Source: an optimization exercise on an open RTL-to-GDS flow (aim: small area). Production flows keep margins and buffers that such runs may drop. Function was checked by simulation only, so behaviour that the tests miss may differ from the original. Power figures rest on the tool's default switching activity, not on a simulated workload.

==> flow/config.mk <==
export PLATFORM = sky130hd
export DESIGN_NAME = mips_pipeline
export DESIGN_NICKNAME = mips_pipeline
export VERILOG_FILES = /design/flow/design.v
export SDC_FILE = /design/flow/constraint.sdc
export NUM_CORES = 4
export LEC_CHECK = 0
export CAP_MARGIN = 20
export CORE_MARGIN = 2
export CORE_UTILIZATION = 40
export PLACE_DENSITY = 0.6
export SLEW_MARGIN = 20
==> flow/run.sh <==
#!/bin/bash
# synth_recipe.tcl (not shown) runs the flow's synth.tcl, then flattens the netlist and writes it again
# the make line also repeats each setting of config.mk as NAME=value (left out here)
make -C /OpenROAD-flow-scripts/flow DESIGN_CONFIG=/design/flow/config.mk WORK_HOME=/design/flow/orfs CLKGATE_MAP_FILE= SYNTH_SCRIPT=/design/flow/synth_recipe.tcl finish
==> flow/constraint.sdc <==
create_clock -name core_clock -period 10.0 [get_ports {clk}]
set_input_delay 2.0000 -clock core_clock [delete_from_list [all_inputs] [get_ports {clk}]]
set_output_delay 2.0000 -clock core_clock [all_outputs]
set_load 0.01 [all_outputs]
==> flow/design.v <==
`timescale 1ns/1ps
module ALU
#(
    parameter PROC_BITS = 32
)
(
    input wire [PROC_BITS - 1 : 0] i_dataA,
    input wire [PROC_BITS - 1 : 0] i_dataB,
    input wire [3 : 0 ]            i_operation,
    output reg [PROC_BITS - 1 : 0] o_result
);
    localparam ADD  = 'b0000;
    localparam SUB  = 'b0001;
    localparam AND  = 'b0010;
    localparam OR   = 'b0011;
    localparam XOR  = 'b0100;
    localparam NOR  = 'b0101;
    localparam SLT  = 'b0110;
    localparam SLL  = 'b0111;
    localparam SRL  = 'b1000;
    localparam SRA  = 'b1001;
    localparam LUI  = 'b1010;
    always@* begin
        case (i_operation)
            ADD: o_result = i_dataA + i_dataB;
            SUB: o_result = i_dataA - i_dataB;
            AND: o_result = i_dataA & i_dataB;
            OR:  o_result = i_dataA | i_dataB;
            XOR: o_result = i_dataA ^ i_dataB;
            NOR: o_result = ~(i_dataA | i_dataB);
            SLT: o_result = $signed(i_dataA) < $signed(i_dataB);
            SLL: o_result = i_dataB << i_dataA;
            SRL: o_result = i_dataB >> i_dataA;
            SRA: o_result = $signed(i_dataB) >>> i_dataA;
            LUI: o_result = i_dataB << 16;
            default: o_result = 0;
        endcase
    end
endmodule
`timescale 1ns/1ps
module ALUControl
(
    input wire [3 : 0] i_ALUOp,
    input wire [5 : 0] i_funct,
    output reg [3 : 0] o_operation
);
    localparam ALU_ADD  = 'b0000;
    localparam ALU_SUB  = 'b0001;
    localparam ALU_AND  = 'b0010;
    localparam ALU_OR   = 'b0011;
    localparam ALU_XOR  = 'b0100;
    localparam ALU_NOR  = 'b0101;
    localparam ALU_SLT  = 'b0110;
    localparam ALU_SLL  = 'b0111;
    localparam ALU_SRL  = 'b1000;
    localparam ALU_SRA  = 'b1001;
    localparam ALU_LUI  = 'b1010;
    localparam FUNCT_ADD  = 'b100000;
    localparam FUNCT_ADDU = 'b100001;
    localparam FUNCT_SUB  = 'b100010;
    localparam FUNCT_SUBU = 'b100011;
    localparam FUNCT_AND  = 'b100100;
    localparam FUNCT_OR   = 'b100101;
    localparam FUNCT_XOR  = 'b100110;
    localparam FUNCT_NOR  = 'b100111;
    localparam FUNCT_SLT  = 'b101010;
    localparam FUNCT_SLL  = 'b000000;
    localparam FUNCT_SRL  = 'b000010;
    localparam FUNCT_SRA  = 'b000011;
    localparam FUNCT_SLLV = 'b000100;
    localparam FUNCT_SRLV = 'b000110;
    localparam FUNCT_SRAV = 'b000111;
    localparam INMED_ADD  = 'b000;
    localparam INMED_AND  = 'b100;
    localparam INMED_OR   = 'b101;
    localparam INMED_XOR  = 'b110;
    localparam INMED_LUI  = 'b111;
    localparam INMED_SLT  = 'b010;
    always@* begin
        if (i_ALUOp == 'b0000) begin
            case (i_funct)
                FUNCT_ADD:  o_operation = ALU_ADD;
                FUNCT_ADDU: o_operation = ALU_ADD;
                FUNCT_SUB:  o_operation = ALU_SUB;
                FUNCT_SUBU: o_operation = ALU_SUB;
                FUNCT_AND:  o_operation = ALU_AND;
                FUNCT_OR:   o_operation = ALU_OR;
                FUNCT_XOR:  o_operation = ALU_XOR;
                FUNCT_NOR:  o_operation = ALU_NOR;
                FUNCT_SLT:  o_operation = ALU_SLT;
                FUNCT_SLL:  o_operation = ALU_SLL;
                FUNCT_SRL:  o_operation = ALU_SRL;
                FUNCT_SRA:  o_operation = ALU_SRA;
                FUNCT_SLLV: o_operation = ALU_SLL;
                FUNCT_SRLV: o_operation = ALU_SRL;
                FUNCT_SRAV: o_operation = ALU_SRA;
                default:    o_operation = 0;
            endcase
        end
        else if (i_ALUOp == 'b0001) begin
            o_operation = ALU_ADD;
        end
        else if (i_ALUOp[3] == 1) begin
            case (i_ALUOp[2:0])
                INMED_ADD: o_operation = ALU_ADD;
                INMED_AND: o_operation = ALU_AND;
                INMED_OR:  o_operation = ALU_OR;
                INMED_XOR: o_operation = ALU_XOR;
                INMED_LUI: o_operation = ALU_LUI;
                INMED_SLT: o_operation = ALU_SLT;
                default:   o_operation = 0;
            endcase
        end
        else o_operation = 0;
   end
endmodule
`timescale 1ns/1ps
module BranchUnit
#(
    parameter OPCODE_BITS = 6,
    parameter PROC_BITS   = 32,
    parameter PC_BITS     = 32,
    parameter FUNCT_BITS  = 6
)
(
    input wire                       i_branch_enable,
    input wire [OPCODE_BITS - 1 : 0] i_opcode,
    input wire [FUNCT_BITS - 1 : 0]  i_funct,
    input wire [PC_BITS - 1 : 0]     i_pc_next,
    input wire [PROC_BITS - 1 : 0]   i_immediate,
    input wire [PROC_BITS - 1 : 0]   i_jump_address,
    input wire [PROC_BITS - 1 : 0]   i_data_rs,
    input wire [PROC_BITS - 1 : 0]   i_data_rt,
    output reg o_taken,
    output reg o_pc_to_reg,
    output reg [PC_BITS - 1 : 0] o_jump_address,
    output reg [PC_BITS - 1 : 0] o_pc_return,
    output reg o_pc_reg_sel
);
    localparam BEQ     = 'b000100;
    localparam BNE     = 'b000101;
    localparam J       = 'b000010;
    localparam JAL     = 'b000011;
    localparam JR_JALR = 'b000000;
    always@* begin
        o_pc_return = i_pc_next;
        if (i_branch_enable) begin
            case (i_opcode)
                BEQ: begin
                    o_taken = i_data_rs == i_data_rt;
                    o_pc_to_reg = 0;
                    o_jump_address = (i_pc_next + i_immediate);
                    o_pc_reg_sel = 0;
                end
                BNE: begin
                    o_taken = i_data_rs != i_data_rt;
                    o_pc_to_reg = 0;
                    o_jump_address = (i_pc_next + i_immediate);
                    o_pc_reg_sel = 0;
                end
                J: begin
                    o_taken = 1;
                    o_pc_to_reg = 0;
                    o_jump_address = i_jump_address;
                    o_pc_reg_sel = 0;
                end
                JAL: begin
                    o_taken = 1;
                    o_pc_to_reg = 1;
                    o_jump_address = i_jump_address;
                    o_pc_reg_sel = 1;
                end
                JR_JALR: begin
                    if (i_funct == 'b001000) begin
                        o_taken = 1;
                        o_pc_to_reg = 0;
                        o_jump_address = i_data_rs;
                        o_pc_reg_sel = 0;
                    end
                    else if (i_funct == 'b001001) begin
                        o_taken = 1;
                        o_pc_to_reg = 1;
                        o_jump_address = i_data_rs;
                        o_pc_reg_sel = 0;
                    end
                    else begin
                        o_taken = 0;
                        o_pc_to_reg = 0;
                        o_jump_address = 0;
                        o_pc_reg_sel = 0;
                    end
                end
                default: begin
                    o_taken = 0;
                    o_pc_to_reg = 0;
                    o_jump_address = 0;
                    o_pc_reg_sel = 0;
                end
            endcase
        end
        else begin
            o_taken = 0;
            o_pc_to_reg = 0;
            o_jump_address = 0;
            o_pc_reg_sel = 0;
        end
    end
endmodule
`timescale 1ns / 1ps
module FowardingUnit
#(
    parameter REG_ADDRS_BITS = 5
)
(
    input wire i_ex_mem_RegWrite,
    input wire i_mem_wb_RegWrite,
    input wire [REG_ADDRS_BITS - 1 : 0] i_id_ex_rs,
    input wire [REG_ADDRS_BITS - 1 : 0] i_id_ex_rt,
    input wire [REG_ADDRS_BITS - 1 : 0] i_ex_mem_rd,
    input wire [REG_ADDRS_BITS - 1 : 0] i_mem_wb_rd,
    output reg [1:0] o_foward_A,
    output reg [1:0] o_foward_B
);
    reg mem_foward_a;
    reg mem_foward_b;
    reg wb_foward_a;
    reg wb_foward_b;
    always@* begin
        mem_foward_a = i_ex_mem_RegWrite && (i_ex_mem_rd != 0) &&
                       (i_ex_mem_rd == i_id_ex_rs);
        mem_foward_b = i_ex_mem_RegWrite && (i_ex_mem_rd != 0) &&
                       (i_ex_mem_rd == i_id_ex_rt);
        wb_foward_a  = i_mem_wb_RegWrite && (i_mem_wb_rd != 0) &&
                       (i_mem_wb_rd == i_id_ex_rs);
        wb_foward_b  = i_mem_wb_RegWrite && (i_mem_wb_rd != 0) &&
                       (i_mem_wb_rd == i_id_ex_rt);
        if (mem_foward_a)     o_foward_A = 'b10;
        else if (wb_foward_a) o_foward_A = 'b01;
        else                  o_foward_A = 'b00;
        if (mem_foward_b)     o_foward_B = 'b10;
        else if (wb_foward_b) o_foward_B = 'b01;
        else                  o_foward_B = 'b00;
    end
endmodule
`timescale 1ns / 1ps
module Execution
#(
    parameter PC_BITS          = 32,
    parameter INSTRUCTION_BITS = 32,
    parameter PROC_BITS        = 32,
    parameter REG_ADDRS_BITS   = 5,
    parameter OPCODE_BITS      = 6
)
(
    input wire [PC_BITS - 1 : 0]        i_PCNext,
    input wire [OPCODE_BITS - 1 : 0]    i_opcode,
    input wire [PROC_BITS - 1 : 0]      i_read_data_1,
    input wire [PROC_BITS - 1 : 0]      i_read_data_2,
    input wire [PROC_BITS - 1 : 0]      i_immediate_data_ext,
    input wire [PC_BITS - 1 : 0]        i_jump_address, 
    input wire [REG_ADDRS_BITS - 1 : 0] i_rs,
    input wire [REG_ADDRS_BITS - 1 : 0] i_rt,
    input wire [REG_ADDRS_BITS - 1 : 0] i_rd,
    input wire       i_branch_enable,
    input wire       i_RegDst,
    input wire       i_RegWrite,
    input wire       i_MemRead,
    input wire       i_MemWrite,
    input wire       i_MemtoReg,
    input wire [3:0] i_ALUOp,
    input wire       i_ALUSrc,
    input wire       i_Shamt,
    input wire [2:0] i_ls_filter_op,
    input wire [PROC_BITS - 1 : 0] i_ex_mem_data,
    input wire [PROC_BITS - 1 : 0] i_mem_wb_data,
    input wire i_ex_mem_RegWrite,
    input wire i_mem_wb_RegWrite,
    input wire [REG_ADDRS_BITS - 1 : 0] i_ex_mem_rd,
    input wire [REG_ADDRS_BITS - 1 : 0] i_mem_wb_rd,
    output wire [PROC_BITS - 1 : 0]      o_alu_result,
    output wire [PROC_BITS - 1 : 0]      o_rt_data,  
    output wire [REG_ADDRS_BITS - 1 : 0] o_rd,
    output wire o_taken,
    output wire o_pc_to_reg,
    output wire [PC_BITS - 1 : 0] o_jump_address,
    output wire [PC_BITS - 1 : 0] o_pc_return,
    output wire o_RegWrite,
    output wire o_MemRead,
    output wire o_MemWrite,
    output wire o_MemtoReg,
    output wire [2:0] o_ls_filter_op
);
    assign o_RegWrite     = i_RegWrite;
    assign o_MemRead      = i_MemRead;
    assign o_MemWrite     = i_MemWrite;
    assign o_MemtoReg     = i_MemtoReg;
    assign o_ls_filter_op = i_ls_filter_op;
    wire [3 : 0] operation;
    wire [5 : 0] funct;
    assign funct = i_immediate_data_ext[5:0];
    wire [1:0] fowardA;
    wire [1:0] fowardB;
    wire [PROC_BITS - 1 : 0] foward_data_a;
    wire [PROC_BITS - 1 : 0] foward_data_b;
    wire [PROC_BITS - 1 : 0] alu_input_1;
    wire [PROC_BITS - 1 : 0] alu_input_2;
    wire [PROC_BITS - 1 : 0] shamt_data;
    wire pc_reg_sel;
    wire [REG_ADDRS_BITS - 1 : 0] rd_aux;
    assign rd_aux = (i_RegDst) ? i_rd : i_rt;
    assign o_rd   = (pc_reg_sel) ? {REG_ADDRS_BITS{1'b1}} : rd_aux;
    assign shamt_data = { {27{1'b0}} ,i_immediate_data_ext[10:6]};
    assign foward_data_a = (fowardA == 'b10) ? i_ex_mem_data :
                           (fowardA == 'b01) ? i_mem_wb_data :
                                               i_read_data_1 ;
    assign foward_data_b = (fowardB == 'b10) ? i_ex_mem_data :
                           (fowardB == 'b01) ? i_mem_wb_data :
                                               i_read_data_2 ;
    assign alu_input_1 = (i_Shamt)  ? shamt_data      : foward_data_a;
    assign alu_input_2 = (i_ALUSrc) ? i_immediate_data_ext : foward_data_b;
    assign o_rt_data = foward_data_b;
    ALUControl alu_control_u (
        .i_ALUOp(i_ALUOp),
        .i_funct(funct),
        .o_operation(operation)
    );
    ALU alu_u(
        .i_dataA(alu_input_1), 
        .i_dataB(alu_input_2), 
        .i_operation(operation),
        .o_result(o_alu_result)
    );
    BranchUnit branch_unit_u(
        .i_branch_enable(i_branch_enable),
        .i_opcode(i_opcode),
        .i_funct(funct),
        .i_pc_next(i_PCNext),
        .i_immediate(i_immediate_data_ext),
        .i_jump_address(i_jump_address),
        .i_data_rs(foward_data_a),
        .i_data_rt(foward_data_b),
        .o_taken(o_taken),
        .o_pc_to_reg(o_pc_to_reg),
        .o_jump_address(o_jump_address),
        .o_pc_return(o_pc_return),
        .o_pc_reg_sel(pc_reg_sel)
    );
    FowardingUnit foward_unit_u(
        .i_ex_mem_RegWrite(i_ex_mem_RegWrite),
        .i_mem_wb_RegWrite(i_mem_wb_RegWrite),
        .i_id_ex_rs(i_rs),
        .i_id_ex_rt(i_rt),
        .i_ex_mem_rd(i_ex_mem_rd),
        .i_mem_wb_rd(i_mem_wb_rd),
        .o_foward_A(fowardA),
        .o_foward_B(fowardB)
    );
endmodule
`timescale 1ns / 1ps
module Control
#(
    parameter OPCODE_BITS = 6
)
(
    input wire [OPCODE_BITS - 1 : 0] i_opcode,
    input wire [5: 0]                i_funct,
    input wire                       i_control_mux,
    output reg                       o_RegDst,
    output reg                       o_RegWrite,
    output reg                       o_MemRead,
    output reg                       o_MemWrite,
    output reg                       o_MemtoReg,
    output reg [3:0]                 o_ALUOp,
    output reg                       o_ALUSrc,
    output reg                       o_Shamt,
    output reg [2:0]                 o_ls_filter_op
);
    localparam LW      = 'b100;
    localparam SW      = 'b101;
    localparam INMED   = 'b001;
    localparam OTHER   = 'b000;
    always@* begin
        o_ls_filter_op  = i_opcode[2:0];
        if (i_control_mux) begin
            case (i_opcode[5:3])
                LW: begin
                    o_RegDst   = 0;
                    o_RegWrite = 1;
                    o_MemRead  = 1;
                    o_MemWrite = 0;
                    o_MemtoReg = 1;
                    o_ALUOp    = 'b0001;
                    o_ALUSrc   = 1;
                    o_Shamt    = 0;
                end
                SW: begin
                    o_RegDst   = 0;  
                    o_RegWrite = 0;
                    o_MemRead  = 0;
                    o_MemWrite = 1;
                    o_MemtoReg = 0;  
                    o_ALUOp    = 'b0001;
                    o_ALUSrc   = 1;
                    o_Shamt    = 0;
                end
                INMED: begin
                    o_RegDst   = 0; 
                    o_RegWrite = 1;
                    o_MemRead  = 0;
                    o_MemWrite = 0;
                    o_MemtoReg = 0; 
                    o_ALUOp    = {1'b1, i_opcode[2:0]};
                    o_ALUSrc   = 1;
                    o_Shamt    = 0;
                end
                OTHER: begin
                    if (i_opcode[2]) begin
                        o_RegDst   = 0; 
                        o_RegWrite = 0;
                        o_MemRead  = 0;
                        o_MemWrite = 0;
                        o_MemtoReg = 0; 
                        o_ALUOp    = 'b0000;
                        o_ALUSrc   = 0;
                        o_Shamt    = 0;
                    end
                    else if (i_opcode[1]) begin
                        o_RegDst   = 0; 
                        o_RegWrite = i_opcode[0];
                        o_MemRead  = 0;
                        o_MemWrite = 0;
                        o_MemtoReg = 0; 
                        o_ALUOp    = 'b0000;
                        o_ALUSrc   = 0;
                        o_Shamt    = 0;
                    end
                    else if (i_opcode == 0) begin
                        if (i_funct[5:1] == 'b00100) begin
                            o_RegDst   = i_funct[0]; 
                            o_RegWrite = i_funct[0];
                            o_MemRead  = 0;
                            o_MemWrite = 0;
                            o_MemtoReg = 0; 
                            o_ALUOp    = 'b0000;
                            o_ALUSrc   = 0;
                            o_Shamt    = 0;
                        end
                        else begin
                            o_RegDst   = 1; 
                            o_RegWrite = 1;
                            o_MemRead  = 0;
                            o_MemWrite = 0;
                            o_MemtoReg = 0; 
                            o_ALUOp    = 'b0000;
                            o_ALUSrc   = 0;
                            o_Shamt    = (i_funct[5:2] == 0);
                        end
                    end
                    else begin
                        o_RegDst   = 0; 
                        o_RegWrite = 0;
                        o_MemRead  = 0;
                        o_MemWrite = 0;
                        o_MemtoReg = 0; 
                        o_ALUOp    = 'b0000;
                        o_ALUSrc   = 0;
                        o_Shamt    = 0;
                    end
                end
                default: begin
                    o_RegDst   = 0; 
                    o_RegWrite = 0;
                    o_MemRead  = 0;
                    o_MemWrite = 0;
                    o_MemtoReg = 0; 
                    o_ALUOp    = 'b0000;
                    o_ALUSrc   = 0;
                    o_Shamt    = 0;
                end
            endcase
        end
        else begin
            o_RegDst   = 0; 
            o_RegWrite = 0;
            o_MemRead  = 0;
            o_MemWrite = 0;
            o_MemtoReg = 0; 
            o_ALUOp    = 'b0000;
            o_ALUSrc   = 0;
            o_Shamt    = 0;
        end
    end
endmodule
`timescale 1ns / 1ps
module HazardDetector
#(
    parameter INSTRUCTION_BITS = 32,
    parameter REG_ADDRS_BITS   = 5
)
(
    input wire [REG_ADDRS_BITS - 1 : 0] i_instruction_rs,
    input wire [REG_ADDRS_BITS - 1 : 0] i_instruction_rt,
    input wire [REG_ADDRS_BITS - 1 : 0] i_id_ex_rt,
    input wire                          i_id_ex_MemRead,
    output reg                          o_PCWrite,
    output reg                          o_if_id_write,
    output reg                          o_control_mux
);
    always@* begin
        if  (
                i_id_ex_MemRead &&
                (
                    (i_id_ex_rt == i_instruction_rs) || (i_id_ex_rt == i_instruction_rt)
                )
            ) 
        begin
            o_PCWrite     = 0;
            o_if_id_write = 0;
            o_control_mux = 0;
        end
        else begin
            o_PCWrite     = 1;
            o_if_id_write = 1;
            o_control_mux = 1;
        end
    end
endmodule
`timescale 1ns / 1ps
module RegisterFile
#(
    parameter REG_ADDRS_BITS_I 	= 5 - 1,
    parameter PROC_BITS_I	 	= 32 - 1,
    parameter DEBUG_BITS_I 		= (32*32) - 1
)
(
	input wire clk,
	input wire 							i_reg_write,
	input wire 	[REG_ADDRS_BITS_I:0] 	i_read_register_1,
	input wire 	[REG_ADDRS_BITS_I:0] 	i_read_register_2,
	input wire 	[REG_ADDRS_BITS_I:0] 	i_write_register,
	input wire 	[PROC_BITS_I	 :0] 	i_write_data,
	output wire [PROC_BITS_I	 :0] 	o_read_data_1,
	output wire [PROC_BITS_I	 :0] 	o_read_data_2,
	output wire [DEBUG_BITS_I	 :0]	o_debug_regs
);
	localparam REG_COUNT = 2**(REG_ADDRS_BITS_I + 1);
	reg [PROC_BITS_I:0] registers [0:REG_COUNT-1];
	generate
	   genvar i;
	   for (i=0; i<32; i=i+1) begin
           localparam start_i = (i+1)*32-1;
           localparam end_i = i*32;
           assign o_debug_regs[start_i:end_i] = registers[i];
	   end
	endgenerate
	always@(posedge clk) begin
        registers[0] <= 0;
		if (i_reg_write && (i_write_register != 0)) begin
			registers[i_write_register] <= i_write_data;
		end
	end
    assign o_read_data_1 = (i_reg_write && (i_read_register_1 == i_write_register) &&
                            (i_read_register_1 != 0)) ? i_write_data :
                                                        registers[i_read_register_1];
    assign o_read_data_2 = (i_reg_write && (i_read_register_2 == i_write_register) &&
                            (i_read_register_2 != 0)) ? i_write_data :
                                                        registers[i_read_register_2];
endmodule  
`timescale 1ns / 1ps
module InstructionDecoder
#(
    parameter PROC_BITS        = 32,
    parameter INSTRUCTION_BITS = 32,
    parameter REG_ADDRS_BITS   = 5,
    parameter PC_BITS          = 32,
    parameter OPCODE_BITS      = 6
)
(
    input clk,
    input wire [INSTRUCTION_BITS - 1 : 0] i_instruction,
    input wire [PC_BITS - 1 : 0]          i_PCNext,
    input wire [PROC_BITS - 1 : 0]        i_write_data,
    input wire [REG_ADDRS_BITS - 1 : 0]   i_mem_wb_rd,
    input wire                            i_mem_wb_RegWrite,
    input wire [REG_ADDRS_BITS - 1 : 0] i_id_ex_rt,
    input wire                          i_id_ex_MemRead,
    output wire o_PCWrite,
    output wire o_if_id_write,
    output wire       o_RegDst,
    output wire       o_RegWrite,
    output wire       o_MemRead,
    output wire       o_MemWrite,
    output wire       o_MemtoReg,
    output wire [3:0] o_ALUOp,
    output wire       o_ALUSrc,
    output wire       o_Shamt,
    output wire [2:0] o_ls_filter_op,
    output wire       o_branch_enable,
    output wire [PROC_BITS - 1 : 0] o_read_data_1,
    output wire [PROC_BITS - 1 : 0] o_read_data_2,
    output wire [PROC_BITS - 1 : 0] o_immediate_data_ext,
    output wire [REG_ADDRS_BITS - 1 : 0] o_rs,
    output wire [REG_ADDRS_BITS - 1 : 0] o_rt,
    output wire [REG_ADDRS_BITS - 1 : 0] o_rd,
    output wire [PC_BITS - 1 : 0]    o_PCNext,
    output wire [OPCODE_BITS - 1 :0] o_opcode,
    output wire [PC_BITS - 1 : 0]    o_jump_address,
    output wire [32*PROC_BITS - 1 : 0] o_rf_regs
);
    wire [OPCODE_BITS - 1 : 0]    opcode         = i_instruction[31:26];
    wire [REG_ADDRS_BITS - 1 : 0] rs             = i_instruction[25:21];
    wire [REG_ADDRS_BITS - 1 : 0] rt             = i_instruction[20:16];
    wire [REG_ADDRS_BITS - 1 : 0] rd             = i_instruction[15:11];
    wire [15 : 0]                 immediate_data = i_instruction[15:0];
    wire [25 : 0]                 jump_immediate = i_instruction[25:0];
    wire [5:0]                    funct          = i_instruction[5:0];
    assign o_PCNext = i_PCNext;
    assign o_opcode = opcode;
    wire control_mux;
    assign o_branch_enable = control_mux;
    assign o_immediate_data_ext = {{16{immediate_data[15]}}, immediate_data};
    assign o_jump_address       = {i_PCNext[31:26], jump_immediate};
    assign o_rs = rs;
    assign o_rt = rt;
    assign o_rd = rd;
    RegisterFile RF(
        .clk(clk),
        .i_reg_write(i_mem_wb_RegWrite),
        .i_read_register_1(rs),
        .i_read_register_2(rt),
        .i_write_register(i_mem_wb_rd),
        .i_write_data(i_write_data),
        .o_read_data_1(o_read_data_1),
        .o_read_data_2(o_read_data_2),
        .o_debug_regs(o_rf_regs)
    );
    Control Control_u(
        .i_opcode(opcode),
        .i_funct(funct),
        .i_control_mux(control_mux),
        .o_RegDst(o_RegDst),
        .o_RegWrite(o_RegWrite),
        .o_MemRead(o_MemRead),
        .o_MemWrite(o_MemWrite),
        .o_MemtoReg(o_MemtoReg),
        .o_ALUOp(o_ALUOp),
        .o_ALUSrc(o_ALUSrc),
        .o_Shamt(o_Shamt),
        .o_ls_filter_op(o_ls_filter_op)
    );
    HazardDetector HazardDetector_u(
        .i_instruction_rs(rs),
        .i_instruction_rt(rt),
        .i_id_ex_rt(i_id_ex_rt),
        .i_id_ex_MemRead(i_id_ex_MemRead),
        .o_PCWrite(o_PCWrite),
        .o_if_id_write(o_if_id_write),
        .o_control_mux(control_mux)
    );
endmodule
`timescale 1ns / 1ps
module InstructionFetch
#(
    parameter PC_BITS          = 32,
    parameter INSTRUCTION_BITS = 32,
    parameter INST_ADDRS_BITS  = 8
)
(
    input  wire clk,
    input  wire rst,
    input  wire enable,
    input  wire                             i_PCWrite,
    input  wire                             i_PCSrc,
    input  wire [PC_BITS - 1 : 0]           i_PCBranch,
    output wire [INST_ADDRS_BITS - 1 : 0]   o_inst_mem_addr,
    input  wire [INSTRUCTION_BITS - 1 : 0]  i_inst_mem_data,
    output wire [PC_BITS - 1 : 0]           o_PCNext,
    output wire [INSTRUCTION_BITS - 1 : 0]  o_instruction
);
    localparam HLT = 32'hFFFFFFFF;
    reg [PC_BITS - 1 : 0] pc;
    wire [PC_BITS - 1 : 0] pc_plus_1;
    assign pc_plus_1 = pc + 1;
    assign o_PCNext = (o_instruction == HLT) ? pc : pc_plus_1;
    wire [PC_BITS - 1 : 0] pc_input = (i_PCSrc) ? i_PCBranch : o_PCNext;
    assign o_inst_mem_addr = pc[INST_ADDRS_BITS - 1 : 0];
    assign o_instruction   = i_inst_mem_data;
    always@(posedge clk) begin
        if (~rst) begin
            pc <= 0;
        end
        else begin
            if (enable) begin
                if (i_PCWrite | i_PCSrc) pc <= pc_input;
            end
        end
    end
endmodule
`timescale 1ns/1ps
module LoadFilter
#(
    parameter PROC_BITS = 32
)
(
    input wire [PROC_BITS - 1 : 0] i_data_in,
    input wire [2:0]               i_ls_filter_op,
    output reg [PROC_BITS - 1 : 0] o_data_out
);
    localparam LOAD_BYTE          = 3'b000;
    localparam LOAD_HEX           = 3'b001;
    localparam LOAD_WORD          = 3'b011;
    localparam LOAD_BYTE_UNSIGNED = 3'b100;
    localparam LOAD_HEX_UNSIGNED  = 3'b101;
    always@* begin
        case (i_ls_filter_op)
            LOAD_BYTE:          o_data_out = {{24{i_data_in[7]}}, i_data_in[7:0]};
            LOAD_HEX:           o_data_out = {{16{i_data_in[15]}}, i_data_in[15:0]};
            LOAD_WORD:          o_data_out = i_data_in;
            LOAD_BYTE_UNSIGNED: o_data_out = {{24{1'b0}}, i_data_in[7:0]};
            LOAD_HEX_UNSIGNED:  o_data_out = {{16{1'b0}}, i_data_in[15:0]};
            default:            o_data_out = i_data_in;
        endcase
    end
endmodule
`timescale 1ns/1ps
module StoreFilter
#(
    parameter PROC_BITS = 32
)
(
    input wire [PROC_BITS - 1 : 0] i_data_in,
    input wire [2:0]               i_ls_filter_op,
    output reg [PROC_BITS - 1 : 0] o_data_out
);
    localparam STORE_BYTE          = 3'b000;
    localparam STORE_HEX           = 3'b001;
    localparam STORE_WORD          = 3'b011;
    always@* begin
        case (i_ls_filter_op)
            STORE_BYTE: o_data_out = {{24{1'b0}}, i_data_in[7:0]};
            STORE_HEX:  o_data_out = {{16{1'b0}}, i_data_in[15:0]};
            STORE_WORD: o_data_out = i_data_in;
            default:    o_data_out = i_data_in;
        endcase
    end
endmodule
`timescale 1ns / 1ps
module MemoryStage
#(
    parameter PC_BITS         = 32,
    parameter PROC_BITS       = 32,
    parameter REG_ADDRS_BITS  = 5,
    parameter DATA_ADDRS_BITS = 8
)
(
    input wire clk,
    input wire enable,
    input wire [PROC_BITS - 1 : 0]      i_alu_data,
    input wire [PROC_BITS - 1 : 0]      i_store_data,
    input wire [REG_ADDRS_BITS - 1 : 0] i_rd,
    input wire i_pc_to_reg,
    input wire [PC_BITS - 1 : 0] i_pc_return,
    input wire i_RegWrite,
    input wire i_MemRead,  
    input wire i_MemWrite,
    input wire i_MemtoReg,
    input wire [2:0] i_ls_filter_op,
    output wire [DATA_ADDRS_BITS - 1 : 0] o_dmem_addr,
    output wire [PROC_BITS - 1 : 0]       o_dmem_wdata,
    output wire                           o_dmem_we,
    input  wire [PROC_BITS - 1 : 0]       i_dmem_rdata,
    output wire [PROC_BITS - 1 : 0]      o_alu_data,
    output wire [PROC_BITS - 1 : 0]      o_mem_data,
    output wire [REG_ADDRS_BITS - 1 : 0] o_rd,
    output wire o_pc_to_reg,
    output wire [PC_BITS - 1 : 0] o_pc_return,
    output wire o_RegWrite,
    output wire o_MemtoReg
);
    wire [DATA_ADDRS_BITS - 1 : 0] mem_address;
    assign mem_address = i_alu_data[DATA_ADDRS_BITS - 1 : 0];
    wire mem_write_enable;
    assign mem_write_enable = (enable) ?  i_MemWrite : 0;
    wire [2:0] load_filter_op;
    assign load_filter_op = i_ls_filter_op;
    wire [PROC_BITS - 1 : 0] mem_data_raw;
    wire [PROC_BITS - 1 : 0] store_data_filtered;
    assign o_alu_data = i_alu_data;
    assign o_rd = i_rd;
    assign o_RegWrite = i_RegWrite;
    assign o_MemtoReg = i_MemtoReg;
    assign o_pc_to_reg = i_pc_to_reg;
    assign o_pc_return = i_pc_return;
    LoadFilter load_filter_u(
        .i_data_in(mem_data_raw),
        .i_ls_filter_op(load_filter_op),
        .o_data_out(o_mem_data)
    );
    StoreFilter store_filter_u(
        .i_data_in(i_store_data),
        .i_ls_filter_op(i_ls_filter_op),
        .o_data_out(store_data_filtered)
    );
    assign o_dmem_addr  = mem_address;
    assign o_dmem_wdata = store_data_filtered;
    assign o_dmem_we    = mem_write_enable;
    assign mem_data_raw = i_dmem_rdata;
endmodule
`timescale 1ns / 1ps
module WriteBack
#(
    parameter PC_BITS         = 32,
    parameter PROC_BITS       = 32,
    parameter REG_ADDRS_BITS  = 5
)
(
    input wire [PROC_BITS - 1 : 0]     i_alu_data,
    input wire [PROC_BITS - 1 : 0]     i_mem_data,
    input wire [PC_BITS - 1 : 0]       i_pc_return,
    input wire i_MemtoReg,
    input wire i_pc_to_reg,
    output wire [PROC_BITS - 1 : 0] o_reg_data
);
    wire [PROC_BITS - 1 : 0] data_aux;
    assign data_aux = (i_MemtoReg)    ? i_mem_data : i_alu_data;
    assign o_reg_data = (i_pc_to_reg) ? i_pc_return : data_aux;
endmodule
`timescale 1ns / 1ps
module IF_ID
#(
    parameter PC_BITS          = 32,
    parameter INSTRUCTION_BITS = 32
)
(
    input clk,
    input rst,
    input enable,
    input flush,
    input                                  i_if_id_write,
    input wire [PC_BITS - 1 : 0]           i_PCNext,
    input wire [INSTRUCTION_BITS - 1 : 0]  i_instruction,
    output reg [PC_BITS - 1 : 0]           o_PCNext,
    output reg [INSTRUCTION_BITS - 1 : 0]  o_instruction
);
    always@(posedge clk) begin
        if (~rst) begin
            o_PCNext <= 0;
            o_instruction <= 0;
        end
        else begin
            if(enable) begin
                if (flush) begin
                    o_PCNext <= 0;
                    o_instruction <= 0;
                end
                else if (i_if_id_write) begin
                    o_PCNext <= i_PCNext;
                    o_instruction <= i_instruction;
                end
            end
        end
    end
endmodule
`timescale 1ns / 1ps
module ID_EX
#(
    parameter PC_BITS          = 32,
    parameter INSTRUCTION_BITS = 32,
    parameter PROC_BITS        = 32,
    parameter REG_ADDRS_BITS   = 5,
    parameter OPCODE_BITS      = 6
)
(
    input clk,
    input rst,
    input enable,
    input flush,
    input wire [PC_BITS - 1 : 0]        i_PCNext,
    input wire [OPCODE_BITS - 1 : 0]    i_opcode,
    input wire [PROC_BITS - 1 : 0]      i_read_data_1,
    input wire [PROC_BITS - 1 : 0]      i_read_data_2,
    input wire [PROC_BITS - 1 : 0]      i_immediate_data_ext,
    input wire [PC_BITS - 1 : 0]        i_jump_address, 
    input wire [REG_ADDRS_BITS - 1 : 0] i_rs,
    input wire [REG_ADDRS_BITS - 1 : 0] i_rt,
    input wire [REG_ADDRS_BITS - 1 : 0] i_rd,
    input wire       i_RegDst,
    input wire       i_RegWrite,
    input wire       i_MemRead,
    input wire       i_MemWrite,
    input wire       i_MemtoReg,
    input wire [3:0] i_ALUOp,
    input wire       i_ALUSrc,
    input wire       i_Shamt,
    input wire [2:0] i_ls_filter_op,
    input wire       i_branch_enable,
    output reg [PC_BITS - 1 : 0]        o_PCNext,
    output reg [OPCODE_BITS - 1 : 0]    o_opcode,
    output reg [PROC_BITS - 1 :0]       o_read_data_1,
    output reg [PROC_BITS - 1 :0]       o_read_data_2,
    output reg [PROC_BITS - 1 :0]       o_immediate_data_ext,
    output reg [PC_BITS - 1 : 0]        o_jump_address, 
    output reg [REG_ADDRS_BITS - 1 : 0] o_rs,
    output reg [REG_ADDRS_BITS - 1 : 0] o_rt,
    output reg [REG_ADDRS_BITS - 1 : 0] o_rd,
    output reg       o_RegDst,
    output reg       o_RegWrite,
    output reg       o_MemRead,
    output reg       o_MemWrite,
    output reg       o_MemtoReg,
    output reg [3:0] o_ALUOp,
    output reg       o_ALUSrc,
    output reg       o_Shamt,
    output reg [2:0] o_ls_filter_op,
    output reg       o_branch_enable
);
    always@(posedge clk) begin
        if (~rst) begin
            o_PCNext             <= 0;
            o_opcode             <= 0;
            o_read_data_1        <= 0;
            o_read_data_2        <= 0;
            o_immediate_data_ext <= 0;
            o_jump_address       <= 0;
            o_rs                 <= 0;
            o_rt                 <= 0;
            o_rd                 <= 0;
            o_RegDst        <= 0;
            o_RegWrite      <= 0;
            o_MemRead       <= 0;
            o_MemWrite      <= 0;
            o_MemtoReg      <= 0;
            o_ALUOp         <= 0;
            o_ALUSrc        <= 0;
            o_Shamt         <= 0;
            o_ls_filter_op  <= 0;
            o_branch_enable <= 0;
        end
        else begin
            if (enable) begin
                if (flush) begin
                    o_PCNext             <= 0;
                    o_opcode             <= 0;
                    o_read_data_1        <= 0;
                    o_read_data_2        <= 0;
                    o_immediate_data_ext <= 0;
                    o_jump_address       <= 0;
                    o_rs                 <= 0;
                    o_rt                 <= 0;
                    o_rd                 <= 0;
                    o_RegDst        <= 0;
                    o_RegWrite      <= 0;
                    o_MemRead       <= 0;
                    o_MemWrite      <= 0;
                    o_MemtoReg      <= 0;
                    o_ALUOp         <= 0;
                    o_ALUSrc        <= 0;
                    o_Shamt         <= 0;
                    o_ls_filter_op  <= 0;
                    o_branch_enable <= 0;
                end
                else begin
                    o_PCNext             <= i_PCNext;
                    o_opcode             <= i_opcode;
                    o_read_data_1        <= i_read_data_1;
                    o_read_data_2        <= i_read_data_2;
                    o_immediate_data_ext <= i_immediate_data_ext;
                    o_jump_address       <= i_jump_address;
                    o_rs                 <= i_rs;
                    o_rt                 <= i_rt;
                    o_rd                 <= i_rd;
                    o_RegDst        <= i_RegDst;
                    o_RegWrite      <= i_RegWrite;
                    o_MemRead       <= i_MemRead;
                    o_MemWrite      <= i_MemWrite;
                    o_MemtoReg      <= i_MemtoReg;
                    o_ALUOp         <= i_ALUOp;
                    o_ALUSrc        <= i_ALUSrc;
                    o_Shamt         <= i_Shamt;
                    o_ls_filter_op  <= i_ls_filter_op;
                    o_branch_enable <= i_branch_enable;
                end
            end
        end
    end
endmodule
`timescale 1ns / 1ps
module EX_MEM
#(
    parameter PC_BITS          = 32,
    parameter PROC_BITS        = 32,
    parameter REG_ADDRS_BITS   = 5
)
(
    input wire clk,
    input wire rst,
    input wire enable,
    input wire flush,
    input wire [PROC_BITS - 1 : 0]     i_alu_result,
    input wire [PROC_BITS - 1 : 0]     i_rt_data,
    input wire [REG_ADDRS_BITS - 1 :0] i_rd,
    input wire       i_RegWrite,
    input wire       i_MemRead,
    input wire       i_MemWrite,
    input wire       i_MemtoReg,
    input wire [2:0] i_ls_filter_op,
    input wire i_taken,
    input wire i_pc_to_reg,
    input wire [PC_BITS - 1 : 0] i_jump_address,
    input wire [PC_BITS - 1 : 0] i_pc_return,
    output reg [PROC_BITS - 1 : 0]     o_alu_result,
    output reg [PROC_BITS - 1 : 0]     o_rt_data,
    output reg [REG_ADDRS_BITS - 1 :0] o_rd,
    output reg       o_RegWrite,
    output reg       o_MemRead,
    output reg       o_MemWrite,
    output reg       o_MemtoReg,
    output reg [2:0] o_ls_filter_op,
    output reg o_taken,
    output reg o_pc_to_reg,
    output reg [PC_BITS - 1 : 0] o_jump_address,
    output reg [PC_BITS - 1 : 0] o_pc_return
);
    always@(posedge clk) begin
        if (~rst) begin
            o_alu_result <= 0;
            o_rt_data    <= 0;
            o_rd         <= 0;
            o_RegWrite     <= 0;
            o_MemRead      <= 0;
            o_MemWrite     <= 0;
            o_MemtoReg     <= 0;
            o_ls_filter_op <= 0;
            o_taken        <= 0;
            o_pc_to_reg    <= 0;
            o_jump_address <= 0;
            o_pc_return    <= 0;
        end
        else begin
            if (enable) begin
                if (flush) begin
                    o_alu_result <= 0;
                    o_rt_data    <= 0;
                    o_rd         <= 0;
                    o_RegWrite     <= 0;
                    o_MemRead      <= 0;
                    o_MemWrite     <= 0;
                    o_MemtoReg     <= 0;
                    o_ls_filter_op <= 0;
                    o_taken        <= 0;
                    o_pc_to_reg    <= 0;
                    o_jump_address <= 0;
                    o_pc_return    <= 0;
                end
                else begin
                    o_alu_result <= i_alu_result;
                    o_rt_data    <= i_rt_data;
                    o_rd         <= i_rd;
                    o_RegWrite     <= i_RegWrite;
                    o_MemRead      <= i_MemRead;
                    o_MemWrite     <= i_MemWrite;
                    o_MemtoReg     <= i_MemtoReg;
                    o_ls_filter_op <= i_ls_filter_op;
                    o_taken        <= i_taken;
                    o_pc_to_reg    <= i_pc_to_reg;
                    o_jump_address <= i_jump_address;
                    o_pc_return    <= i_pc_return;
                end
            end
        end
    end
endmodule
`timescale 1ns / 1ps
module MEM_WB
#(
    parameter PC_BITS         = 32,
    parameter PROC_BITS       = 32,
    parameter REG_ADDRS_BITS  = 5
)
(
    input wire clk,
    input wire rst,
    input wire enable,
    input wire [PROC_BITS - 1 : 0]      i_alu_data,
    input wire [PROC_BITS - 1 : 0]      i_mem_data,
    input wire [REG_ADDRS_BITS - 1 : 0] i_rd,
    input wire i_RegWrite,
    input wire i_MemtoReg,
    input wire i_pc_to_reg,
    input wire [PC_BITS - 1 : 0] i_pc_return,
    output reg [PROC_BITS - 1 : 0]      o_alu_data,
    output reg [PROC_BITS - 1 : 0]      o_mem_data,
    output reg [REG_ADDRS_BITS - 1 : 0] o_rd,
    output reg o_RegWrite,
    output reg o_MemtoReg,
    output reg o_pc_to_reg,
    output reg [PC_BITS - 1 : 0] o_pc_return
);
    always@(posedge clk) begin
        if (~rst) begin
            o_alu_data <= 0;
            o_mem_data <= 0;
            o_rd       <= 0;
            o_RegWrite <= 0;
            o_MemtoReg <= 0;
            o_pc_to_reg <= 0;
            o_pc_return <= 0;
        end
        else begin
            if (enable) begin
                o_alu_data <= i_alu_data;
                o_mem_data <= i_mem_data;
                o_rd       <= i_rd;
                o_RegWrite <= i_RegWrite;
                o_MemtoReg <= i_MemtoReg;
                o_pc_to_reg <= i_pc_to_reg;
                o_pc_return <= i_pc_return;
            end
        end
    end
endmodule
`timescale 1ns / 1ps
module mips_pipeline
#(
    parameter PC_BITS          = 32,
    parameter INSTRUCTION_BITS = 32,
    parameter PROC_BITS        = 32,
    parameter REG_ADDRS_BITS   = 5,
    parameter OPCODE_BITS      = 6,
    parameter INST_ADDRS_BITS  = 8,
    parameter DATA_ADDRS_BITS  = 8
)
(
    input wire clk,
    input wire rst,
    input wire enable,
    output wire [INST_ADDRS_BITS - 1 : 0]  imem_addr,
    input  wire [INSTRUCTION_BITS - 1 : 0] imem_data,
    output wire [DATA_ADDRS_BITS - 1 : 0]  dmem_addr,
    output wire [PROC_BITS - 1 : 0]        dmem_wdata,
    output wire                            dmem_we,
    input  wire [PROC_BITS - 1 : 0]        dmem_rdata
);
    wire [PC_BITS - 1 : 0]          if_PCNext;
    wire [INSTRUCTION_BITS - 1 : 0] if_instruction;
    wire [PC_BITS - 1 : 0]          if_id_PCNext;
    wire [INSTRUCTION_BITS - 1 : 0] if_id_instruction;
    wire [PC_BITS - 1 : 0]     id_PCNext;
    wire [OPCODE_BITS - 1 : 0] id_opcode;
    wire                       id_PCWrite;
    wire                       id_if_id_write;
    wire       id_RegDst;
    wire       id_RegWrite;
    wire       id_MemRead;
    wire       id_MemWrite;
    wire       id_MemtoReg;
    wire [3:0] id_ALUOp;
    wire       id_ALUSrc;
    wire       id_Shamt;
    wire [2:0] id_ls_filter_op;
    wire       id_branch_enable;
    wire [PROC_BITS - 1 : 0] id_read_data_1;
    wire [PROC_BITS - 1 : 0] id_read_data_2;
    wire [PROC_BITS - 1 : 0] id_immediate_data_ext;
    wire [PC_BITS - 1 : 0]   id_jump_address;
    wire [REG_ADDRS_BITS - 1 : 0] id_rs;
    wire [REG_ADDRS_BITS - 1 : 0] id_rt;
    wire [REG_ADDRS_BITS - 1 : 0] id_rd;
    wire [PC_BITS - 1 : 0] id_ex_PCNext;
    wire [OPCODE_BITS - 1 : 0] id_ex_opcode;
    wire [PROC_BITS - 1 : 0] id_ex_read_data_1;
    wire [PROC_BITS - 1 : 0] id_ex_read_data_2;
    wire [PROC_BITS - 1 : 0] id_ex_immediate_data_ext;
    wire [PC_BITS - 1 : 0] id_ex_jump_address;
    wire [REG_ADDRS_BITS - 1 : 0] id_ex_rs;
    wire [REG_ADDRS_BITS - 1 : 0] id_ex_rt;
    wire [REG_ADDRS_BITS - 1 : 0] id_ex_rd;
    wire       id_ex_RegDst;
    wire       id_ex_RegWrite;
    wire       id_ex_MemRead;
    wire       id_ex_MemWrite;
    wire       id_ex_MemtoReg;
    wire [3:0] id_ex_ALUOp;
    wire       id_ex_ALUSrc;
    wire       id_ex_Shamt;
    wire [2:0] id_ex_ls_filter_op;
    wire       id_ex_branch_enable;
    wire [PROC_BITS - 1 : 0]      ex_alu_result;
    wire [PROC_BITS - 1 : 0]      ex_rt_data;
    wire [REG_ADDRS_BITS - 1 : 0] ex_rd;
    wire ex_taken;
    wire ex_pc_to_reg;
    wire [PC_BITS - 1 : 0] ex_jump_address;
    wire [PC_BITS - 1 : 0] ex_pc_return;
    wire       ex_RegWrite;
    wire       ex_MemRead;
    wire       ex_MemWrite;
    wire       ex_MemtoReg;
    wire [2:0] ex_ls_filter_op;
    wire [PROC_BITS - 1 : 0]      ex_mem_alu_result;
    wire [PROC_BITS - 1 : 0]      ex_mem_rt_data;
    wire [REG_ADDRS_BITS - 1 : 0] ex_mem_rd;
    wire       ex_mem_RegWrite;
    wire       ex_mem_MemRead;
    wire       ex_mem_MemWrite;
    wire       ex_mem_MemtoReg;
    wire [2:0] ex_mem_ls_filter_op;
    wire ex_mem_taken;
    wire ex_mem_pc_to_reg;
    wire [PC_BITS - 1 : 0] ex_mem_jump_address;
    wire [PC_BITS - 1 : 0] ex_mem_pc_return;
    wire [PROC_BITS - 1 : 0]      mem_alu_data;
    wire [PROC_BITS - 1 : 0]      mem_mem_data;
    wire [REG_ADDRS_BITS - 1 : 0] mem_rd;
    wire mem_pc_to_reg;
    wire [PC_BITS - 1 : 0] mem_pc_return;
    wire mem_RegWrite;
    wire mem_MemtoReg;
    wire [PROC_BITS - 1 : 0]      mem_wb_alu_data;
    wire [PROC_BITS - 1 : 0]      mem_wb_mem_data;
    wire [REG_ADDRS_BITS - 1 : 0] mem_wb_rd;
    wire mem_wb_pc_to_reg;
    wire [PC_BITS - 1 : 0] mem_wb_pc_return;
    wire mem_wb_RegWrite;
    wire mem_wb_MemtoReg;
    wire [PROC_BITS - 1 : 0] wb_data;
    InstructionFetch IF_u(
        .clk(clk),
        .rst(rst),
        .enable(enable),
        .i_PCWrite(id_PCWrite),
        .i_PCSrc(ex_mem_taken),
        .i_PCBranch(ex_mem_jump_address),
        .o_inst_mem_addr(imem_addr),
        .i_inst_mem_data(imem_data),
        .o_PCNext(if_PCNext),
        .o_instruction(if_instruction)
    );
    IF_ID if_id_latch(
        .clk(clk),
        .rst(rst),
        .enable(enable),
        .flush(ex_mem_taken),
        .i_if_id_write(id_if_id_write),
        .i_PCNext(if_PCNext),
        .i_instruction(if_instruction),
        .o_PCNext(if_id_PCNext),
        .o_instruction(if_id_instruction)
    );
    InstructionDecoder ID_u(
        .clk(clk),
        .i_instruction(if_id_instruction),
        .i_PCNext(if_id_PCNext),
        .i_write_data(wb_data),
        .i_mem_wb_rd(mem_wb_rd),
        .i_mem_wb_RegWrite(mem_wb_RegWrite),
        .i_id_ex_rt(id_ex_rt),
        .i_id_ex_MemRead(id_ex_MemRead),
        .o_PCNext(id_PCNext),
        .o_opcode(id_opcode),
        .o_PCWrite(id_PCWrite),
        .o_if_id_write(id_if_id_write),
        .o_RegDst(id_RegDst),
        .o_RegWrite(id_RegWrite),
        .o_MemRead(id_MemRead),
        .o_MemWrite(id_MemWrite),
        .o_MemtoReg(id_MemtoReg),
        .o_ALUOp(id_ALUOp),
        .o_ALUSrc(id_ALUSrc),
        .o_Shamt(id_Shamt),
        .o_ls_filter_op(id_ls_filter_op),
        .o_branch_enable(id_branch_enable),
        .o_read_data_1(id_read_data_1),
        .o_read_data_2(id_read_data_2),
        .o_immediate_data_ext(id_immediate_data_ext),
        .o_jump_address(id_jump_address),
        .o_rs(id_rs),
        .o_rt(id_rt),
        .o_rd(id_rd),
        .o_rf_regs()
    );
    ID_EX id_ex_latch(
        .clk(clk),
        .rst(rst),
        .enable(enable),
        .flush(ex_mem_taken),
        .i_PCNext(id_PCNext),
        .i_opcode(id_opcode),
        .i_read_data_1(id_read_data_1),
        .i_read_data_2(id_read_data_2),
        .i_immediate_data_ext(id_immediate_data_ext),
        .i_jump_address(id_jump_address),
        .i_rs(id_rs),
        .i_rt(id_rt),
        .i_rd(id_rd),
        .i_RegDst(id_RegDst),
        .i_RegWrite(id_RegWrite),
        .i_MemRead(id_MemRead),
        .i_MemWrite(id_MemWrite),
        .i_MemtoReg(id_MemtoReg),
        .i_ALUOp(id_ALUOp),
        .i_ALUSrc(id_ALUSrc),
        .i_Shamt(id_Shamt),
        .i_ls_filter_op(id_ls_filter_op),
        .i_branch_enable(id_branch_enable),
        .o_PCNext(id_ex_PCNext),
        .o_opcode(id_ex_opcode),
        .o_read_data_1(id_ex_read_data_1),
        .o_read_data_2(id_ex_read_data_2),
        .o_immediate_data_ext(id_ex_immediate_data_ext),
        .o_jump_address(id_ex_jump_address),
        .o_rs(id_ex_rs),
        .o_rt(id_ex_rt),
        .o_rd(id_ex_rd),
        .o_RegDst(id_ex_RegDst),
        .o_RegWrite(id_ex_RegWrite),
        .o_MemRead(id_ex_MemRead),
        .o_MemWrite(id_ex_MemWrite),
        .o_MemtoReg(id_ex_MemtoReg),
        .o_ALUOp(id_ex_ALUOp),
        .o_ALUSrc(id_ex_ALUSrc),
        .o_Shamt(id_ex_Shamt),
        .o_ls_filter_op(id_ex_ls_filter_op),
        .o_branch_enable(id_ex_branch_enable)
    );
    Execution exec_u (
        .i_PCNext(id_ex_PCNext),
        .i_opcode(id_ex_opcode),
        .i_read_data_1(id_ex_read_data_1),
        .i_read_data_2(id_ex_read_data_2),
        .i_immediate_data_ext(id_ex_immediate_data_ext),
        .i_jump_address(id_ex_jump_address),
        .i_rs(id_ex_rs),
        .i_rt(id_ex_rt),
        .i_rd(id_ex_rd),
        .i_branch_enable(id_ex_branch_enable),
        .i_RegDst(id_ex_RegDst),
        .i_RegWrite(id_ex_RegWrite),
        .i_MemRead(id_ex_MemRead),
        .i_MemWrite(id_ex_MemWrite),
        .i_MemtoReg(id_ex_MemtoReg),
        .i_ALUOp(id_ex_ALUOp),
        .i_ALUSrc(id_ex_ALUSrc),
        .i_Shamt(id_ex_Shamt),
        .i_ls_filter_op(id_ex_ls_filter_op),
        .i_ex_mem_data(ex_mem_alu_result),
        .i_mem_wb_data(wb_data),
        .i_ex_mem_RegWrite(ex_mem_RegWrite),
        .i_mem_wb_RegWrite(mem_wb_RegWrite),
        .i_ex_mem_rd(ex_mem_rd),
        .i_mem_wb_rd(mem_wb_rd),
        .o_alu_result(ex_alu_result),
        .o_rt_data(ex_rt_data),
        .o_rd(ex_rd),
        .o_taken(ex_taken),
        .o_pc_to_reg(ex_pc_to_reg),
        .o_jump_address(ex_jump_address),
        .o_pc_return(ex_pc_return),
        .o_RegWrite(ex_RegWrite),
        .o_MemRead(ex_MemRead),
        .o_MemWrite(ex_MemWrite),
        .o_MemtoReg(ex_MemtoReg),
        .o_ls_filter_op(ex_ls_filter_op)
    );
    EX_MEM ex_mem_latch(
        .clk(clk),
        .rst(rst),
        .enable(enable),
        .flush(ex_mem_taken),
        .i_alu_result(ex_alu_result),
        .i_rt_data(ex_rt_data),
        .i_rd(ex_rd),
        .i_RegWrite(ex_RegWrite),
        .i_MemRead(ex_MemRead),
        .i_MemWrite(ex_MemWrite),
        .i_MemtoReg(ex_MemtoReg),
        .i_ls_filter_op(ex_ls_filter_op),
        .i_taken(ex_taken),
        .i_pc_to_reg(ex_pc_to_reg),
        .i_jump_address(ex_jump_address),
        .i_pc_return(ex_pc_return),
        .o_alu_result(ex_mem_alu_result),
        .o_rt_data(ex_mem_rt_data),
        .o_rd(ex_mem_rd),
        .o_RegWrite(ex_mem_RegWrite),
        .o_MemRead(ex_mem_MemRead),
        .o_MemWrite(ex_mem_MemWrite),
        .o_MemtoReg(ex_mem_MemtoReg),
        .o_ls_filter_op(ex_mem_ls_filter_op),
        .o_taken(ex_mem_taken),
        .o_pc_to_reg(ex_mem_pc_to_reg),
        .o_jump_address(ex_mem_jump_address),
        .o_pc_return(ex_mem_pc_return)
    );
    MemoryStage mem_stage_u(
        .clk(clk),
        .enable(enable),
        .i_alu_data(ex_mem_alu_result),
        .i_store_data(ex_mem_rt_data),
        .i_rd(ex_mem_rd),
        .i_pc_to_reg(ex_mem_pc_to_reg),
        .i_pc_return(ex_mem_pc_return),
        .i_RegWrite(ex_mem_RegWrite),
        .i_MemRead(ex_mem_MemRead),
        .i_MemWrite(ex_mem_MemWrite),
        .i_MemtoReg(ex_mem_MemtoReg),
        .o_dmem_addr(dmem_addr),
        .o_dmem_wdata(dmem_wdata),
        .o_dmem_we(dmem_we),
        .i_dmem_rdata(dmem_rdata),
        .i_ls_filter_op(ex_mem_ls_filter_op),
        .o_alu_data(mem_alu_data),
        .o_mem_data(mem_mem_data),
        .o_rd(mem_rd),
        .o_pc_to_reg(mem_pc_to_reg),
        .o_pc_return(mem_pc_return),
        .o_RegWrite(mem_RegWrite),
        .o_MemtoReg(mem_MemtoReg)
    );
    MEM_WB mem_wb_latch(
        .clk(clk),
        .rst(rst),
        .enable(enable),
        .i_alu_data(mem_alu_data),
        .i_mem_data(mem_mem_data),
        .i_rd(mem_rd),
        .i_RegWrite(mem_RegWrite),
        .i_MemtoReg(mem_MemtoReg),
        .i_pc_to_reg(mem_pc_to_reg),
        .i_pc_return(mem_pc_return),
        .o_alu_data(mem_wb_alu_data),
        .o_mem_data(mem_wb_mem_data),
        .o_rd(mem_wb_rd),
        .o_RegWrite(mem_wb_RegWrite),
        .o_MemtoReg(mem_wb_MemtoReg),
        .o_pc_to_reg(mem_wb_pc_to_reg),
        .o_pc_return(mem_wb_pc_return)
    );
    WriteBack write_back_u(
        .i_alu_data(mem_wb_alu_data),
        .i_mem_data(mem_wb_mem_data),
        .i_pc_return(mem_wb_pc_return),
        .i_MemtoReg(mem_wb_MemtoReg),
        .i_pc_to_reg(mem_wb_pc_to_reg),
        .o_reg_data(wb_data)
    );
endmodule
==> results.txt <==
-- metrics by stage --
| stage | utilization (%) | hold WS, ns |
|---|---|---|
| 2_1_floorplan | - | 0.426 |
| 3_3_place_gp | 42.4 | 0.447 |
| 3_5_place_dp | 42.4 | 0.455 |
| 4_1_cts | 45.1 | 0.465 |
| 5_1_grt | 45.1 | 0.494 |
| 6_report | 45.1 | 0.466 |
-- Yosys cell counts (all sizes together), types with 11 or more instances --
cell / instances / area (um^2)
or3: 25 / 161
nor4: 66 / 413
or4: 11 / 82.6
o21a: 13 / 97.6
a32oi: 11 / 96.3
clkbuf: 365 / 1370
nand3: 105 / 526
nor2: 616 / 2310
a31oi: 93 / 588
mux4: 659 / 14800
a21oi: 345 / 1730
a221o: 22 / 220
mux2: 23 / 259
ha: 136 / 1700
buf: 184 / 921
a22oi: 230 / 1730
nand4: 29 / 181
inv: 123 / 462
dfxtp: 526 / 10500
a21o: 40 / 300
a222oi: 20 / 200
o221ai: 22 / 199
a22o: 22 / 193
o21ai: 350 / 1760
and2: 46 / 288
nand2b: 12 / 75.1
o21bai: 20 / 150
o22ai: 24 / 156
o211ai: 37 / 278
nor3: 48 / 250
nor2b: 78 / 488
xnor2: 80 / 701
o31ai: 16 / 125
mux2i: 316 / 3170
and3: 38 / 243
a221oi: 35 / 307
a211oi: 34 / 268
edfxtp: 992 / 29800
nand2: 467 / 1760
xor2: 60 / 526
-- worst reg2reg max path, delay by kind of cell (launching register included) --
kind	cells	cell delay (ns)
AO/OA/AOI/OAI	12	3.69
adder cells (fa/ha/maj)	1	0.46
buffers and inverters	4	1.34
flip-flops	1	0.46
multiplexers	1	0.18
AND/OR/NAND/NOR	4	1.31
-- metal layers --
metal	part of all wire (%)	global-route usage [%]	routed length, um
met5	0.017	0	54
met4	5.9	15.2	18600
met3	9.9	6.33	31200
met2	45	46.1	142000
met1	39	39.8	122000
-- area by class of cell --
type	count	area, um^2	share of cell area [%]
flip-flops and latches	1518	40400	44.3
multi-input cells	4365	38700	42.5
clock buffers	221	4550	4.99
well taps	2672	3340	3.67
repair buffers	324	2780	3.06
clock inverters	75	893	0.980
inverters	126	488	0.536
diodes	2	5.00	0.00549
-- cell families after synthesis --
logic type / Yosys count
multiplexers: 998
adder cells (fa/ha/maj): 139
AND/OR/NAND/NOR: 1575
XOR/XNOR: 140
other: 1
buffers and inverters: 675
AO/OA/AOI/OAI: 1481
flip-flops: 1518
-- worst paths after layout --
path | from | to | slack [ns] | depth (start not counted)
worst min register to register | if_id_latch.o_PCNext[31]$_SDFFE_PN0P_ | if_id_latch.o_PCNext[31]$_SDFFE_PN0P_ | 0.47 | 2
worst max register to register | mem_wb_latch.o_rd[2]$_SDFFE_PN0P_ | ex_mem_latch.o_alu_result[23]$_SDFFE_PN0P_ | 2.41 | 22
worst min-delay path | if_id_latch.o_PCNext[31]$_SDFFE_PN0P_ | if_id_latch.o_PCNext[31]$_SDFFE_PN0P_ | 0.47 | 2
worst max-delay path | mem_wb_latch.o_rd[2]$_SDFFE_PN0P_ | ex_mem_latch.o_alu_result[23]$_SDFFE_PN0P_ | 2.41 | 22
-- cell usage in the layout (no fill, tap or decap), drive strengths merged, types with 35 or more instances in the layout --
cell type,instances
o21ai,350
a21oi,345
xor2,60
o211ai,37
dfxtp,526
clkinv,56
inv,128
a22oi,230
clkdlybuf4s50,113
a21o,40
and2,46
a221oi,35
mux4,659
edfxtp,992
and3,38
nor4,66
xnor2,80
nor2b,78
a31oi,93
clkbuf,222
ha,136
mux2i,316
nor3,48
nor2,616
buf,210
nand3,105
nand2,467
-- report_power, final --
group	internal (mW)	switching (mW)	leakage (nW)	total, mW
Sequential	6.76	0.194	13.1	6.96
Clock	3.57	2.63	2.66	6.20
Combinational	0.924	1.72	14.3	2.64
==> PnR_summary.wiki <==
{| class="wikitable"
! Metric !! Value
|-
| Maximum number of pins on one net before global-route repair || 105
|-
| Number of library cell types mapped by synthesis || 102
|-
| Setup TNS after final layout || 0 ns
|-
| Endpoints failing setup || 0
|-
| Share of the clock period used by the worst path || 75.9%
|-
| Most common flop cell mapped by yosys || edfxtp_1
|-
| Clock tree root driver cell || clkbuf_16
|-
| # nets final || 6704
|-
| Height of the chip || 454 um
|-
| Unrepaired setup endpoints after global routing || no
|-
| Worst Path Class, Setup || reg -> reg
|-
| Largest family of logic cells by synthesized area || multiplexers
|-
| Routed vias || 60.8k
|-
| Asr flop ratio synth || 0%
|-
| Cells after Synth || 6527
|-
| Average detailed-routed wire length per instance || 33.8 um
|-
| Total Routing Usage GR || 29.9%
|-
| Worst path slowest cell || or3_1
|-
| TritonRoute pass-1 iters || 10
|-
| Cell type group with the largest total delay on the critical path || compound AO/OA/AOI/OAI gates
|-
| Core region area || 202000 um^2
|-
| #FFs+latches synth || 1518
|-
| Stage delay of the slowest cell on the critical path || 0.68 ns
|-
| Drt total wl || 314000 um
|-
| Mux cell area share after synthesis || 22.5%
|-
| Clock transition at path regs || 0.06 ns
|-
| Count of input and output buffers || 115
|-
| Total grt overflow || 0
|-
| Launching element type of the critical path || flip-flop
|-
| Max Slew Vio Count || 0
|-
| Count of boundary I/O pins || 116
|-
| Synthesized area || 81200 um^2
|-
| Maximum buffer depth of the clock tree || 3
|-
| Number of placed instances, taps included || 9005
|-
| Postcts setup bufs || 0
|-
| Filler cell count || 18.1k
|-
| Min Clock Period, post-route || 7.59 ns
|-
| Max-cap violations || 0
|-
| Number of hold buffers added after CTS || 0
|-
| Number of gates given a new drive strength after cts || 0
|-
| Status || timing/DRC/antenna clean
|-
| Pre-CTS WS || 2.77 ns
|-
| IR drop worst, VDD || 0.175 mV
|-
| Ordered list of cells on the worst path || or3_1 > o311ai_2 > nor2_2 > buf_4 > mux2i_1 > a221o_2 > buf_4 > inv_1 > buf_4 > ha_1 > o21bai_1 > a21oi_1 > o21ai_0 > nand3_1 > a32oi_1 > nand2_1 > o21ai_0 > a21boi_0 > o211ai_1 > o41ai_1 > a221oi_1 > a21oi_1
|-
| Hpwl dp || 203000 um
|-
| Highest achievable clock rate || 0.132 GHz
|-
| Layout cells sized above 1 || 19.6%
|-
| Average size of a mapped cell || 12.4 um^2
|-
| Area share of xor/xnor cells in the synthesized design || 1.51%
|-
| Final routed DRC violation total || 0
|-
| Complex-gate fraction of the synthesized area || 12.1%
|-
| Worst setup skew after layout || 0.0557 ns
|-
| Crit. End Element || flip-flop
|-
| Placer congestion estimate || 1.03
|-
| Leakage power summed over all cells || 30.1 nW
|-
| Sum of buffers and inverters on the critical path || 4
|-
| WP data arrival || 8.29 ns
|-
| Area share of fa/ha/maj cells after synthesis || 2.17%
|-
| H-tree Lvls || 4
|-
| Power consumption || 15.8 mW
|-
| Final cell area excluding filler cells || 91100 um^2
|-
| Max_slew headroom || 24.7%
|-
| Die Footprint || 207000 um^2
|-
| Number of hold-slack violations in the final timing report || 0
|-
| Number of buffers created by CTS || 163
|-
| Area growth, synth to finish || 12.3%
|-
| Number of antenna violations at the first check in global routing || 19
|-
| Number of violations reported at the end of detailed-routing iteration 0 || 8430
|-
| Total placed instance area || 85700 um^2
|-
| Data required time at the worst endpoint || 10.71 ns
|-
| Warning count from the yosys run || 14
|-
| Vias in the first global route || 58.0k
|-
| DRT antenna net count || 0
|-
| Placement row count || 165
|-
| PnR worst setup slack || 2.41 ns
|-
| Actual slew at the worst max-slew pin || 1.12 ns
|-
| Clk Latency, worst-skew pair || 0.84 ns
|-
| Worst-path fanout max || 48
|-
| Flip-flop count of the largest register after layout || 1024
|-
| Clock tree from TritonCTS || built
|-
| First-pass GRT wire length || 441000 um
|-
| Post-synthesis share of cell area spent on and, or, nand and nor gates || 8.68%
|-
| Power per cell area || 173 nW/um^2
|-
| Die Span X || 454 um
|-
| Register bank with the most flops || ID_u.RF.registers
|-
| Number of synthesized flops with an enable pin || 992
|-
| Cell repeated most along the worst path || buf_4
|-
| Sequential cell area fraction in the yosys report || 49.7%
|-
| Starting utilization of the core area || 40.2%
|-
| Layout Cells excl Fill || 9303
|-
| Total number of clock tree sinks || 1518
|-
| DR vias/cell || 6.53
|-
| Class of the most critical hold timing path || reg -> reg
|}

==> port drivers added, routing unchanged <==
How much do the figures lean on ideal ports? The routed layout below was timed once more, with nothing changed but the port constraints.
Step 1 sets driving cells, clkbuf_16 on the clock port and buf_2 on the other inputs (assumed; they add their load-dependent delay and slew).
Step 2 adds t to the input delays and takes it off the output delays; t is the mean of the earliest and latest rising clock arrival at the registers after step 1. Input paths then give back, and output paths get back, about the clock's delay inside the block.
Three values: ideal ports, drivers, drivers and shift; two values: the first two.
t, ns: 0.898
setup WS [ns]: 2.413 / 2.413 / 2.413
hold WS [ns]: 0.466 / 0.466 / 0.466
After both steps this run still meets setup and hold. For this run, drivers alone change the setup slack by 0.000 ns; drivers and shift together by 0.000 ns.
